This is an optimization exercise on Yosys and OpenROAD, whose aim is small area, not a production implementation. The RTL was checked by simulation tests, not by an equivalence proof against the original design. Power and IR drop assume default switching activity.

==> flow/design.v <==
module clk_div_4 (
  input  wire       clk,
  input  wire       rst,
  output reg  [9:0] c
);
  wire [9:0] c_inc;
  inc #(.W(10)) c_step (.a(c), .ci(1'b1), .s(c_inc), .co());
  always @(posedge clk) begin
    if (rst)
      c <= 10'd2;
    else
      c <= c_inc;
  end
endmodule
module inc #(
  parameter W = 8
) (
  input  wire [W-1:0] a,
  input  wire         ci,
  output wire [W-1:0] s,
  output wire         co
);
  wire [W:0] cy;
  assign cy[0] = ci;
  genvar i;
  generate
    for (i = 0; i < W; i = i + 1) begin : bit_
      assign s[i]    = a[i] ^ cy[i];
      assign cy[i+1] = a[i] & cy[i];
    end
  endgenerate
  assign co = cy[W];
endmodule
module rca #(
  parameter W = 4
) (
  input  wire [W-1:0] a,
  input  wire [W-1:0] b,
  input  wire         ci,
  output wire [W-1:0] s,
  output wire         co
);
  wire [W:0] cy;
  assign cy[0] = ci;
  genvar i;
  generate
    for (i = 0; i < W; i = i + 1) begin : bit_
      assign s[i]    = a[i] ^ b[i] ^ cy[i];
      assign cy[i+1] = (a[i] & b[i]) | (cy[i] & (a[i] ^ b[i]));
    end
  endgenerate
  assign co = cy[W];
endmodule
module word_clk (
  input  wire        clk,
  input  wire        fresh,     
  input  wire        wrap,      
  input  wire [1:0]  ph,
  input  wire [7:0]  p,         
  input  wire [7:0]  e,         
  output wire [3:0]  w0d,       
  output wire [3:0]  w1d,
  output wire [3:0]  w2d
);
  reg  [3:0] r0, r1, r2, r3;    
  reg        ca, cb, cc;
  wire       ph0 = (ph == 2'd0);
  wire [8:0] dl;
  assign dl[0] = p[0];
  inc #(.W(7)) dl_inc (.a(p[7:1]), .ci(1'b1), .s(dl[7:1]), .co(dl[8]));
  reg [3:0] da, ka, ke;
  always @(*) begin
    case (ph)
      2'd0:    begin da = dl[3:0];       ka = 4'h2; ke = 4'h1;   end
      2'd1:    begin da = dl[7:4];       ka = 4'h4; ke = 4'h8;   end
      2'd2:    begin da = {3'd0, dl[8]}; ka = 4'h1; ke = e[3:0]; end
      default: begin da = 4'd0;          ka = 4'h2; ke = e[7:4]; end
    endcase
  end
  wire [3:0] a_h = fresh ? ka : r0;
  wire [3:0] a_s;
  wire       a_c, b_c, c_c;
  rca #(.W(4)) a_add (.a(a_h), .b(da), .ci(ca & ~ph0), .s(a_s), .co(a_c));
  rca #(.W(4)) b_add (.a(a_h), .b(ke), .ci(cb & ~ph0), .s(w2d), .co(b_c));
  rca #(.W(4)) c_add (.a(~a_h), .b(~w2d), .ci(cc | ph0), .s(w1d), .co(c_c));
  always @(posedge clk) begin
    r0 <= r1; r1 <= r2; r2 <= r3; r3 <= wrap ? 4'd0 : a_s; ca <= a_c;
    cb <= b_c;
    cc <= c_c;
  end
  assign w0d = a_h;
endmodule
module data_adc (
  input     wire     clk,
  input     wire     mclk_rise,
  input     wire     data_in_i,
  input     wire     data_in_u,
  output    reg      mdat_i,
  output    reg      mdat_u
);
  always @(posedge clk) begin
    if (mclk_rise) begin
      mdat_i <= data_in_i;
      mdat_u <= data_in_u;
    end
  end
endmodule
module acc_ring (
  input  wire       clk,
  input  wire       ph0,
  input  wire [3:0] lo_in,      
  input  wire [1:0] hi_in,      
  input  wire       hi_c0,      
  input  wire [3:0] wd,         
  input  wire       ci0,        
  output reg  [3:0] l0, l1, l2, l3,
  output reg  [1:0] h0, h1, h2, h3,
  output reg        cl
);
  reg        ch;
  wire [3:0] ls;
  wire [1:0] hs;
  wire       lc, hc;
  rca #(.W(4)) lo_add (.a(lo_in), .b(wd), .ci(ph0 ? ci0 : cl), .s(ls), .co(lc));
  inc #(.W(2)) hi_add (.a(hi_in), .ci(ph0 ? hi_c0 : ch), .s(hs), .co(hc));
  always @(posedge clk) begin
    l0 <= l1; l1 <= l2; l2 <= l3; l3 <= ls; cl <= lc;
    h0 <= h1; h1 <= h2; h2 <= h3; h3 <= hs; ch <= hc;
  end
endmodule
module filter_sinc3 (
  input             clk,
  input             rst,
  input             fresh,
  input             pass,
  input             ph0,                    
  input             mdata1,                 
  input             word_rise,              
  input             valid,                  
  input      [3:0]  w0d,                    
  input      [3:0]  w1d,
  input      [3:0]  w2d,
  output reg [15:0] DATA                    
);
  wire [3:0] nl0, nl1, nl2, nl3, ml0, ml1, ml2, ml3, ol0, ol1, ol2, ol3;
  wire [1:0] nh0, nh1, nh2, nh3, mh0, mh1, mh2, mh3, oh0, oh1, oh2, oh3;
  wire       ncl, mcl, ocl;
  reg [47:0] q;
  wire x  = mdata1;
  wire zn = fresh | pass;
  acc_ring a_new (
    .clk(clk), .ph0(ph0),
    .lo_in(zn ? 4'd0 : nl0), .hi_in(zn ? 2'd0 : nh0), .hi_c0(~zn & ncl),
    .wd(x ? w0d : 4'd0), .ci0(x),
    .l0(nl0), .l1(nl1), .l2(nl2), .l3(nl3), .h0(nh0), .h1(nh1), .h2(nh2), .h3(nh3), .cl(ncl)
  );
  acc_ring a_mid (
    .clk(clk), .ph0(ph0),
    .lo_in(fresh ? 4'd0 : pass ? nl0 : ml0), .hi_in(fresh ? 2'd0 : pass ? nh0 : mh0),
    .hi_c0(~fresh & (pass ? ncl : mcl)),
    .wd(x ? w1d : 4'd0), .ci0(1'b0),
    .l0(ml0), .l1(ml1), .l2(ml2), .l3(ml3), .h0(mh0), .h1(mh1), .h2(mh2), .h3(mh3), .cl(mcl)
  );
  acc_ring a_old (
    .clk(clk), .ph0(ph0),
    .lo_in(fresh ? 4'd0 : pass ? ml0 : ol0), .hi_in(fresh ? 2'd0 : pass ? mh0 : oh0),
    .hi_c0(~fresh & (pass ? mcl : ocl)),
    .wd(x ? w2d : 4'd0), .ci0(1'b0),
    .l0(ol0), .l1(ol1), .l2(ol2), .l3(ol3), .h0(oh0), .h1(oh1), .h2(oh2), .h3(oh3), .cl(ocl)
  );
  wire [23:8] d3   = {oh0, oh3, oh2, oh1, ol0, ol3};
  wire        zero = ~|{ol0, ol1, ol2, ol3, oh0, oh1, oh2, oh3};
  wire        full = zero & mh0[1];           
  wire [15:0] word = d3 | {16{full}};
  always @(posedge clk) begin
    q[47:16] <= {q[0], q[47:17]};
    q[15:0]  <= word_rise ? word : q[16:1];
  end
  always @(posedge clk) begin
    if (rst)
      DATA <= 0;
    else if (word_rise)
      DATA <= valid ? q[16:1] : 16'd0;
  end
endmodule
module uart_tx (
  input  wire       clk,
  input  wire       rst,
  output wire       tx,
  input  wire       tx_valid,
  input  wire [7:0] tx_data
);
  reg  [9:0] sr;
  reg  [7:0] cnt;
  wire [7:0] cnt_inc = {cnt[6:0], ~(cnt[7] ^ cnt[5] ^ cnt[4] ^ cnt[3])};
  wire idle    = (sr == 10'd0);
  wire bit_end = (cnt == 8'hB7);
  always @(posedge clk) begin
    if (rst) begin
      sr  <= 10'd0;
      cnt <= 8'd0;
    end else if (idle) begin
      if (tx_valid)
        sr <= {1'b0, tx_data, 1'b1};
    end else if (bit_end) begin
      sr  <= {sr[8:0], 1'b0};
      cnt <= 8'd0;
    end else begin
      cnt <= cnt_inc;
    end
  end
  assign tx = idle | sr[9];
endmodule
module top #(
  parameter WIDTH = 16
  ) (
    input                 clk,               
    input                 rst,               
    input                 data_in_i,         
    input                 data_in_u,         
    output                mclkin,            
    output                word_clk,          
    output [WIDTH - 1 :0] data_i,            
    output [WIDTH - 1 :0] data_u,            
    output                data_tx            
);
  wire [9:0]  c;
  wire        mdat_i, mdat_u;
  wire [3:0]  w0d, w1d, w2d;
  reg         fresh;
  reg  [1:0]  words;
  clk_div_4 gen_timing (.clk(clk), .rst(rst), .c(c));
  assign mclkin   = ~c[1];
  assign word_clk = c[9];
  wire [1:0] ph  = c[1:0];
  wire mclk_rise = (ph == 2'd3);               
  wire ph0       = (ph == 2'd0);
  wire word_rise = (c == 10'd511);             
  wire [7:0] p   = {~c[9], c[8:2]};            
  wire pass      = (p == 8'd0);                
  wire wrap      = (p == 8'd255);              
  wire valid     = (words == 2'd3);
  wire [7:0] e;                                
  wire [7:0] c_hi_inc;
  inc #(.W(8)) e_inc (.a(c[9:2]), .ci(1'b1), .s(c_hi_inc), .co());
  assign e = ~c_hi_inc;
  always @(posedge clk) begin
    if (rst)
      fresh <= 1'b1;
    else if (c[2:0] == 3'd7)
      fresh <= 1'b0;
  end
  always @(posedge clk) begin
    if (rst)
      words <= 2'd0;
    else if (word_rise && !valid)
      words <= words + 2'd1;
  end
  word_clk gen_weights (
    .clk(clk), .fresh(fresh), .wrap(wrap), .ph(ph), .p(p), .e(e),
    .w0d(w0d), .w1d(w1d), .w2d(w2d)
  );
  data_adc SIGMA_DELTA_DATA (
    .clk(clk),
    .mclk_rise(mclk_rise),
    .data_in_i(data_in_i),
    .data_in_u(data_in_u),
    .mdat_i(mdat_i),
    .mdat_u(mdat_u)
  );
  filter_sinc3 data_filter_I (
    .clk(clk), .rst(rst), .fresh(fresh), .pass(pass), .ph0(ph0), .mdata1(mdat_i),
    .word_rise(word_rise), .valid(valid), .w0d(w0d), .w1d(w1d), .w2d(w2d), .DATA(data_i)
  );
  filter_sinc3 data_filter_U (
    .clk(clk), .rst(rst), .fresh(fresh), .pass(pass), .ph0(ph0), .mdata1(mdat_u),
    .word_rise(word_rise), .valid(valid), .w0d(w0d), .w1d(w1d), .w2d(w2d), .DATA(data_u)
  );
  uart_tx send_data (
    .clk(clk),
    .rst(rst),
    .tx(data_tx),
    .tx_valid(word_clk),
    .tx_data(data_i[7:0])
  );
endmodule
==> flow/config.mk <==
export PLATFORM = sky130hd
export DESIGN_NAME = top
export DESIGN_NICKNAME = top
export VERILOG_FILES = /design/flow/design.v
export SDC_FILE = /design/flow/constraint.sdc
export NUM_CORES = 4
export LEC_CHECK = 0
export CAP_MARGIN = 20
export CORE_MARGIN = 2
export CORE_UTILIZATION = 40
export CTS_BUF_LIST = sky130_fd_sc_hd__clkbuf_4
export CTS_CLUSTER_DIAMETER = 40
export CTS_CLUSTER_SIZE = 10
export SLEW_MARGIN = 20
==> flow/constraint.sdc <==
create_clock -name core_clock -period 10.0 [get_ports {clk}]
set_input_delay 2.0000 -clock core_clock [delete_from_list [all_inputs] [get_ports {clk}]]
set_output_delay 2.0000 -clock core_clock [all_outputs]
set_load 0.01 [all_outputs]
standard.sh (not shown) runs the stock make flow with config.mk's settings and CLKGATE_MAP_FILE= SYNTH_SCRIPT=/design/flow/synth_recipe.tcl, a recipe that flattens the netlist after the stock synthesis.
==> flow/flow/run.sh <==
#!/bin/bash
# Standard layout (the standard.sh: standard synthesis, floorplan, power
# grid, placement, CTS, routing) with three settings changed:
#  - the clock tree is built from clkbuf_4 in clusters of at most 10 sinks,
#    without dummy loads;
#  - ports are buffered with buf_1 instead of the resizer's default choice;
#  - buffers inserted by ABC are removed before placement (repair_design
#    puts back what max slew/cap/fanout need).
# The full make output goes to run.log in the work folder; the ORFS logs
# of each step are under orfs/logs/.
set -euo pipefail
cd "$(dirname "$0")/.."
bash standard.sh \
  "CTS_ARGS=-sink_clustering_enable -repair_clock_nets -sink_clustering_size 10 -sink_clustering_max_diameter 40 -buf_list sky130_fd_sc_hd__clkbuf_4 -dont_use_dummy_load" \
  "BUFFER_PORTS_ARGS=-buffer_cell sky130_fd_sc_hd__buf_1" \
  "REMOVE_ABC_BUFFERS=1" \
  finish > run.log 2>&1
The starting point ran to the end with no violations.
Change:
--- a/flow/design.v
+++ b/flow/design.v
@@ -133,13 +133,13 @@
   input             rst,
   input             fresh,
   input             pass,
   input             ph0,                    
   input             mdata1,                 
   input             word_rise,              
-  input             valid,                  
+  input             clr,                    
   input      [3:0]  w0d,                    
   input      [3:0]  w1d,
   input      [3:0]  w2d,
   output reg [15:0] DATA                    
 );
   wire [3:0] nl0, nl1, nl2, nl3, ml0, ml1, ml2, ml3, ol0, ol1, ol2, ol3;
@@ -170,20 +170,20 @@
   );
   wire [23:8] d3   = {oh0, oh3, oh2, oh1, ol0, ol3};
   wire        zero = ~|{ol0, ol1, ol2, ol3, oh0, oh1, oh2, oh3};
   wire        full = zero & mh0[1];           
   wire [15:0] word = d3 | {16{full}};
   always @(posedge clk) begin
-    q[47:16] <= {q[0], q[47:17]};
+    q[47:16] <= {q[0] & ~clr, q[47:17]};
     q[15:0]  <= word_rise ? word : q[16:1];
   end
   always @(posedge clk) begin
     if (rst)
       DATA <= 0;
     else if (word_rise)
-      DATA <= valid ? q[16:1] : 16'd0;
+      DATA <= q[16:1];
   end
 endmodule
 module uart_tx (
   input  wire       clk,
   input  wire       rst,
   output wire       tx,
@@ -225,39 +225,38 @@
     output                data_tx            
 );
   wire [9:0]  c;
   wire        mdat_i, mdat_u;
   wire [3:0]  w0d, w1d, w2d;
   reg         fresh;
-  reg  [1:0]  words;
+  reg         clr;
   clk_div_4 gen_timing (.clk(clk), .rst(rst), .c(c));
   assign mclkin   = ~c[1];
   assign word_clk = c[9];
   wire [1:0] ph  = c[1:0];
   wire mclk_rise = (ph == 2'd3);               
   wire ph0       = (ph == 2'd0);
   wire word_rise = (c == 10'd511);             
   wire [7:0] p   = {~c[9], c[8:2]};            
   wire pass      = (p == 8'd0);                
   wire wrap      = (p == 8'd255);              
-  wire valid     = (words == 2'd3);
   wire [7:0] e;                                
   wire [7:0] c_hi_inc;
   inc #(.W(8)) e_inc (.a(c[9:2]), .ci(1'b1), .s(c_hi_inc), .co());
   assign e = ~c_hi_inc;
   always @(posedge clk) begin
     if (rst)
       fresh <= 1'b1;
     else if (c[2:0] == 3'd7)
       fresh <= 1'b0;
   end
   always @(posedge clk) begin
     if (rst)
-      words <= 2'd0;
-    else if (word_rise && !valid)
-      words <= words + 2'd1;
+      clr <= 1'b1;
+    else if (word_rise)
+      clr <= 1'b0;
   end
   word_clk gen_weights (
     .clk(clk), .fresh(fresh), .wrap(wrap), .ph(ph), .p(p), .e(e),
     .w0d(w0d), .w1d(w1d), .w2d(w2d)
   );
   data_adc SIGMA_DELTA_DATA (
@@ -267,17 +266,17 @@
     .data_in_u(data_in_u),
     .mdat_i(mdat_i),
     .mdat_u(mdat_u)
   );
   filter_sinc3 data_filter_I (
     .clk(clk), .rst(rst), .fresh(fresh), .pass(pass), .ph0(ph0), .mdata1(mdat_i),
-    .word_rise(word_rise), .valid(valid), .w0d(w0d), .w1d(w1d), .w2d(w2d), .DATA(data_i)
+    .word_rise(word_rise), .clr(clr), .w0d(w0d), .w1d(w1d), .w2d(w2d), .DATA(data_i)
   );
   filter_sinc3 data_filter_U (
     .clk(clk), .rst(rst), .fresh(fresh), .pass(pass), .ph0(ph0), .mdata1(mdat_u),
-    .word_rise(word_rise), .valid(valid), .w0d(w0d), .w1d(w1d), .w2d(w2d), .DATA(data_u)
+    .word_rise(word_rise), .clr(clr), .w0d(w0d), .w1d(w1d), .w2d(w2d), .DATA(data_u)
   );
   uart_tx send_data (
     .clk(clk),
     .rst(rst),
     .tx(data_tx),
     .tx_valid(word_clk),
=> The changed run completed without violations. Routed wire length shrinks by 3.1%. Sequential power stays flat. Final cell count decreases by 0.31%. Synthesized cell count drops by 0.88%. Non-clock buffer count is unchanged. Clock-buffer cell count is unchanged. Final area went down by 0.65%. Flip-flop and latch count is lower by 1. Area after synthesis went down by 0.83%.

Setup of before:
top, a different RTL version from the one above (not shown whole).
Size in the first run: roughly 900 cells after synthesis, about 320 flip-flops, ~39 I/O pins.
==> module clk_div_4, before the edit <==
module clk_div_4 (
  input  wire       clk,
  input  wire       rst,
  output reg  [9:0] c,
  output wire [9:0] c_inc       
);
  inc #(.W(10)) c_step (.a(c), .ci(1'b1), .s(c_inc), .co());
  always @(posedge clk) begin
    if (rst)
      c <= 10'd2;
    else
      c <= c_inc;
  end
endmodule
==> module uart_tx, before the edit <==
module uart_tx (
  input  wire       clk,
  input  wire       rst,
  input  wire [9:0] c,
  output reg        tx,
  input  wire [7:0] tx_data
);
  reg        odd;
  reg  [2:0] low;
  wire [10:0] t = {odd, c};
  always @(posedge clk) begin
    if (rst)
      odd <= 1'b0;
    else if (c == 10'd1023)
      odd <= ~odd;
  end
  always @(posedge clk) begin
    if (!odd && c[9])
      low <= tx_data[2:0];
  end
  always @(*) begin
    if (t < 11'd513 || t >= 11'd1971) tx = 1'b1;
    else if (t < 11'd675)  tx = 1'b0;
    else if (t < 11'd837)  tx = tx_data[7];
    else if (t < 11'd999)  tx = tx_data[6];
    else if (t < 11'd1161) tx = tx_data[5];
    else if (t < 11'd1323) tx = tx_data[4];
    else if (t < 11'd1485) tx = tx_data[3];
    else if (t < 11'd1647) tx = low[2];
    else if (t < 11'd1809) tx = low[1];
    else                   tx = low[0];
  end
endmodule
==> module top, before the edit <==
module top #(
  parameter WIDTH = 16
  ) (
    input                 clk,               
    input                 rst,               
    input                 data_in_i,         
    input                 data_in_u,         
    output                mclkin,            
    output                word_clk,          
    output [WIDTH - 1 :0] data_i,            
    output [WIDTH - 1 :0] data_u,            
    output                data_tx            
);
  wire [9:0]  c;
  wire [9:0]  c_inc;
  wire        mdat_i, mdat_u;
  wire [3:0]  w0d, w1d, w2d;
  reg         clr;
  clk_div_4 gen_timing (.clk(clk), .rst(rst), .c(c), .c_inc(c_inc));
  assign mclkin   = ~c[1];
  assign word_clk = c[9];
  wire [1:0] ph  = c[1:0];
  wire mclk_rise = (ph == 2'd3);               
  wire ph0       = (ph == 2'd0);
  wire word_rise = (c == 10'd511);             
  wire [7:0] p   = {~c[9], c[8:2]};            
  wire pass      = (p == 8'd0);                
  wire wrap      = (p == 8'd255);              
  wire ins       = word_rise | (pass & (ph != 2'd3));   
  wire [7:0] e;
  wire [3:0] c_lo_inc;
  inc #(.W(4)) e_inc (.a(c[5:2]), .ci(1'b1), .s(c_lo_inc), .co());
  assign e = ~{c_inc[9:6], c_lo_inc};
  always @(posedge clk) begin
    if (rst)
      clr <= 1'b1;
    else if (word_rise)
      clr <= 1'b0;
  end
  wire fresh = clr & (c[9:3] == 7'd0);
  word_clk gen_weights (
    .clk(clk), .fresh(fresh), .wrap(wrap), .ph(ph), .p(p), .e(e),
    .w0d(w0d), .w1d(w1d), .w2d(w2d)
  );
  data_adc SIGMA_DELTA_DATA (
    .clk(clk),
    .mclk_rise(mclk_rise),
    .data_in_i(data_in_i),
    .data_in_u(data_in_u),
    .mdat_i(mdat_i),
    .mdat_u(mdat_u)
  );
  filter_sinc3 data_filter_I (
    .clk(clk), .rst(rst), .fresh(fresh), .pass(pass), .ph0(ph0), .mdata1(mdat_i),
    .word_rise(word_rise), .clr(clr), .ins(ins), .ph(ph), .w0d(w0d), .w1d(w1d), .w2d(w2d), .DATA(data_i)
  );
  filter_sinc3 data_filter_U (
    .clk(clk), .rst(rst), .fresh(fresh), .pass(pass), .ph0(ph0), .mdata1(mdat_u),
    .word_rise(word_rise), .clr(clr), .ins(ins), .ph(ph), .w0d(w0d), .w1d(w1d), .w2d(w2d), .DATA(data_u)
  );
  uart_tx send_data (
    .clk(clk),
    .rst(rst),
    .c(c),
    .tx(data_tx),
    .tx_data(data_i[7:0])
  );
endmodule
export LEC_CHECK = 0
export CAP_MARGIN = 20
export CORE_MARGIN = 2
export CORE_UTILIZATION = 40
export CTS_BUF_LIST = sky130_fd_sc_hd__clkbuf_4
export CTS_CLUSTER_DIAMETER = 40
export CTS_CLUSTER_SIZE = 10
export SLEW_MARGIN = 20
create_clock -name core_clock -period 10.0 [get_ports {clk}]
Scripts as last shown in full above: flow/flow/run.sh
#### Input delta (after over before)
==> flow/design.v, changed modules only <==
module clk_div_4 (
  input  wire       clk,
  input  wire       rst,
  output reg  [10:0] c,
  output wire [10:0] c_inc      
);
  inc #(.W(11)) c_step (.a(c), .ci(1'b1), .s(c_inc), .co());
  always @(posedge clk) begin
    if (rst)
      c <= 11'd2;
    else
      c <= c_inc;
  end
endmodule
module uart_tx (
  input  wire       clk,
  input  wire       rst,
  input  wire [10:0] c,
  output reg        tx,
  input  wire [7:0] tx_data
);
  reg  [2:0] low;
  wire [10:0] t = c;
  always @(posedge clk) begin
    if (!c[10] && c[9])
      low <= tx_data[2:0];
  end
  always @(*) begin
    if (t < 11'd513 || t >= 11'd1971) tx = 1'b1;
    else if (t < 11'd675)  tx = 1'b0;
    else if (t < 11'd837)  tx = tx_data[7];
    else if (t < 11'd999)  tx = tx_data[6];
    else if (t < 11'd1161) tx = tx_data[5];
    else if (t < 11'd1323) tx = tx_data[4];
    else if (t < 11'd1485) tx = tx_data[3];
    else if (t < 11'd1647) tx = low[2];
    else if (t < 11'd1809) tx = low[1];
    else                   tx = low[0];
  end
endmodule
module top #(
  parameter WIDTH = 16
  ) (
    input                 clk,               
    input                 rst,               
    input                 data_in_i,         
    input                 data_in_u,         
    output                mclkin,            
    output                word_clk,          
    output [WIDTH - 1 :0] data_i,            
    output [WIDTH - 1 :0] data_u,            
    output                data_tx            
);
  wire [10:0] c;
  wire [10:0] c_inc;
  wire        mdat_i, mdat_u;
  wire [3:0]  w0d, w1d, w2d;
  reg         clr;
  clk_div_4 gen_timing (.clk(clk), .rst(rst), .c(c), .c_inc(c_inc));
  assign mclkin   = ~c[1];
  assign word_clk = c[9];
  wire [1:0] ph  = c[1:0];
  wire mclk_rise = (ph == 2'd3);               
  wire ph0       = (ph == 2'd0);
  wire word_rise = (c[9:0] == 10'd511);             
  wire [7:0] p   = {~c[9], c[8:2]};            
  wire pass      = (p == 8'd0);                
  wire wrap      = (p == 8'd255);              
  wire ins       = word_rise | (pass & (ph != 2'd3));   
  wire [7:0] e;
  wire [3:0] c_lo_inc;
  inc #(.W(4)) e_inc (.a(c[5:2]), .ci(1'b1), .s(c_lo_inc), .co());
  assign e = ~{c_inc[9:6], c_lo_inc};
  always @(posedge clk) begin
    if (rst)
      clr <= 1'b1;
    else if (word_rise)
      clr <= 1'b0;
  end
  wire fresh = clr & (c[9:3] == 7'd0);
  word_clk gen_weights (
    .clk(clk), .fresh(fresh), .wrap(wrap), .ph(ph), .p(p), .e(e),
    .w0d(w0d), .w1d(w1d), .w2d(w2d)
  );
  data_adc SIGMA_DELTA_DATA (
    .clk(clk),
    .mclk_rise(mclk_rise),
    .data_in_i(data_in_i),
    .data_in_u(data_in_u),
    .mdat_i(mdat_i),
    .mdat_u(mdat_u)
  );
  filter_sinc3 data_filter_I (
    .clk(clk), .rst(rst), .fresh(fresh), .pass(pass), .ph0(ph0), .mdata1(mdat_i),
    .word_rise(word_rise), .clr(clr), .ins(ins), .ph(ph), .w0d(w0d), .w1d(w1d), .w2d(w2d), .DATA(data_i)
  );
  filter_sinc3 data_filter_U (
    .clk(clk), .rst(rst), .fresh(fresh), .pass(pass), .ph0(ph0), .mdata1(mdat_u),
    .word_rise(word_rise), .clr(clr), .ins(ins), .ph(ph), .w0d(w0d), .w1d(w1d), .w2d(w2d), .DATA(data_u)
  );
  uart_tx send_data (
    .clk(clk),
    .rst(rst),
    .c(c),
    .tx(data_tx),
    .tx_data(data_i[7:0])
  );
endmodule
Results
- No run among before and after stopped early or left any final violation; all are clean.
- Delta (after minus before): final standard cell utilization of the core has increased, routing usage on met2 has remained practically unchanged, power has increased, area growth from synthesis to layout has increased.
- Multi-input gate area in the final layout ends up higher on before.
- Detailed route wirelength on metal3, after vs before: down by more than 10%
- As of after, core outline area had fallen by a few percent compared to before.
- Required time at the endpoint of the critical path in after is 0.02 ns below before.
- Per the comparison of after with before, fraction of the mapped netlist area in simple logic gates flat, routed wire length saw a decrease, count of clock-buffer cells in the layout climbed 2, final area fell by 0.70%.

afterwards: timing with drivers on the ports:
How much do the figures lean on ideal ports? The routed layouts below were timed once more, with nothing changed but the port constraints.
Step 1 sets driving cells, clkbuf_16 on the clock port and buf_2 on the other inputs (assumed; they add their load-dependent delay and slew).
Step 2 times the ports against the registers' clock, not the clock port: input delays grow and output delays shrink by t, the midpoint of the rising clock arrivals with the driver on.
Slacks: ideal / step 1 / step 2; pairs: ideal / step 1.
run	shift t [ns]	slack for setup (ns)	hold WS [ns]	worst slew at a driven data input, ns
the first run of note 1	0.658	5.678 / 5.678 / 5.678	0.281 / 0.281 / 0.281	0.04
the second run of note 1	0.649	5.659 / 5.659 / 5.659	0.291 / 0.291 / 0.291	0.04
before	0.623	4.727 / 4.727 / 4.727	0.284 / 0.284 / 0.284	0.06
after	0.635	4.867 / 4.867 / 4.867	0.289 / 0.289 / 0.289	0.04
After both steps setup and hold are still met in every run listed.
